Background: an optimization exercise with open tools, aiming at small area. Do not read the settings as production practice. Only simulation tests tie the RTL to the original design; equivalence was not proved.

Design quant_mac_top, start of the top module:
module quant_mac_top (
    input  wire         clk,
    input  wire         mode,
    input  wire [15:0]  value,
    input  wire [15:0]  weight,
    input  wire [27:0]  ints,
    input  wire [17:0]  fps,
    output reg  [27:0]  intr,
    output reg  [17:0]  fpr
);
Size in the first run: about 970 cells after synthesis, ~130 I/O pins.
export LEC_CHECK = 0
export CAP_MARGIN = 20
export CORE_MARGIN = 2
export CORE_UTILIZATION = 75
export GPL_ROUTABILITY_DRIVEN = 0
export PLACE_DENSITY = 0.85
export SLEW_MARGIN = 20
export SYNTH_HIERARCHICAL = 1
export SYNTH_MINIMUM_KEEP_SIZE = 0
create_clock -name core_clock -period 11.5 [get_ports {clk}]
standard.sh (not shown) runs the stock make flow with config.mk's settings and CLKGATE_MAP_FILE= SYNTH_SCRIPT=/design/flow/synth_recipe.tcl, a recipe that flattens the netlist after the stock synthesis.
==> flow/flow/run.sh <==
#!/bin/bash
# Standard ORFS layout with area-oriented settings:
#  - before placement, combinational cells are set to their smallest size
#    (flow/pre_gpl.tcl); the resizer upsizes where timing needs it
#  - port buffers use the smallest buffer (buf_1) instead of the resizer's pick
#  - CTS with clkbuf_4 and no dummy loads
# make's full output goes to flow.log in this folder; ORFS keeps per-step logs
# under orfs/logs/.
set -euo pipefail
HERE=$(pwd)
bash standard.sh \
  PRE_GLOBAL_PLACE_TCL="$HERE/flow/pre_gpl.tcl" \
  BUFFER_PORTS_ARGS="-buffer_cell sky130_fd_sc_hd__buf_1" \
  CTS_ARGS="-sink_clustering_enable -repair_clock_nets -dont_use_dummy_load -buf_list sky130_fd_sc_hd__clkbuf_4 -sink_clustering_size 10 -sink_clustering_max_diameter 40" \
  finish > flow.log 2>&1
==> flow/flow/pre_gpl.tcl <==
# Before global placement: set every combinational cell to its smallest
# drive strength (synthesis maps the one-gate modules in isolation and
# often picks larger sizes); the resizer upsizes where timing needs it.
set n 0
foreach inst [get_cells *] {
  set ref [get_property $inst ref_name]
  if {[regexp {^(sky130_fd_sc_hd__[a-z0-9]+)_([0-9]+)$} $ref -> base size]} {
    if {$size <= 1} { continue }
    if {[regexp {dfxtp|dfrtp|clkbuf|clkinv|conb|tap|fill|decap|dlygate|clkdly} $base]} { continue }
    set target "${base}_1"
    if {[llength [get_lib_cells -quiet */$target]] == 0} { continue }
    replace_cell [get_property $inst full_name] $target
    incr n
  }
}
puts "pre_gpl.tcl: downsized $n cells"
Then changed:
- CORE_UTILIZATION: 75 -> 70
- GPL_ROUTABILITY_DRIVEN: 0 -> not set
- PLACE_DENSITY: 0.85 -> 0.8
Outcome: The changed run finished clean. Cell count increases slightly. Core utilization decreases by 3.7 points. Maximum frequency increases slightly. Non-clock buffer count increases by 8. Global-route usage decreases by 1.8 points.
Then changed:
==> flow/flow/run.sh (replaced) <==
#!/bin/bash
# Standard ORFS layout with area-oriented settings:
#  - before placement, combinational cells are set to their smallest size
#    (flow/pre_gpl.tcl); the resizer upsizes where timing needs it
#  - port buffers use the smallest buffer (buf_1) instead of the resizer's pick
#  - CTS with clkbuf_8 and no dummy loads
# make's full output goes to flow.log in this folder; ORFS keeps per-step logs
# under orfs/logs/.
set -euo pipefail
HERE=$(pwd)
bash standard.sh \
  PRE_GLOBAL_PLACE_TCL="$HERE/flow/pre_gpl.tcl" \
  BUFFER_PORTS_ARGS="-buffer_cell sky130_fd_sc_hd__buf_1" \
  CTS_ARGS="-sink_clustering_enable -repair_clock_nets -dont_use_dummy_load -buf_list sky130_fd_sc_hd__clkbuf_8 -sink_clustering_size 20" \
  finish > flow.log 2>&1
- CORE_UTILIZATION: 70 -> 40
- PLACE_DENSITY: 0.8 -> not set
Effect: Final cell count rose by about 11%; die area rose by about 70%.
Then changed:
==> flow/flow/run.sh (replaced) <==
#!/bin/bash
# Standard ORFS layout with area-oriented settings:
#  - before placement, combinational cells are set to their smallest size
#    (flow/pre_gpl.tcl); the resizer upsizes where timing needs it
#  - port buffers use the smallest buffer (buf_1) instead of the resizer's pick
#  - CTS with clkbuf_4 and no dummy loads
# make's full output goes to flow.log in this folder; ORFS keeps per-step logs
# under orfs/logs/.
set -euo pipefail
HERE=$(pwd)
bash standard.sh \
  PRE_GLOBAL_PLACE_TCL="$HERE/flow/pre_gpl.tcl" \
  BUFFER_PORTS_ARGS="-buffer_cell sky130_fd_sc_hd__buf_1" \
  CTS_ARGS="-sink_clustering_enable -repair_clock_nets -dont_use_dummy_load -buf_list sky130_fd_sc_hd__clkbuf_4 -sink_clustering_size 10 -sink_clustering_max_diameter 40" \
  finish > flow.log 2>&1
- CORE_UTILIZATION: 40 -> 75
- PLACE_DENSITY: not set -> 0.85
After rerunning: Area after synthesis is unchanged; design area falls by a few percent; fmax falls slightly; global-route usage rises by 15 points; clock-buffer cell count does not change; via count rises by a few percent.

afterwards: timing with drivers on the ports:
In the flow no input, the clock included, has a driving cell. The finished layouts below were timed again as built, in two steps. Step 1 assumes that a clkbuf_16 drives the clock port and a buf_2 every other input. Step 2, shift: input delay + t, output delay - t, t = (earliest + latest rising clock arrival at the registers) / 2. This alone moves slack from input paths to output paths. Slacks: ideal ports / drivers / drivers and shift; pairs: ideal ports / drivers.
| run | t (ns) | setup slack, ns | worst register clock-pin slew, ns |
|---|---|---|---|
| the first run | 0.566 | 0.720 / 0.720 / 0.720 | 0.12 / 0.12 |
| the second run | 0.565 | 0.927 / 0.927 / 0.927 | 0.12 / 0.12 |
| the third run | 0.466 | 0.858 / 0.858 / 0.858 | 0.07 / 0.07 |
| the fourth run | 0.581 | 0.653 / 0.653 / 0.653 | 0.12 / 0.12 |
After both steps setup and hold are still met in every run listed.
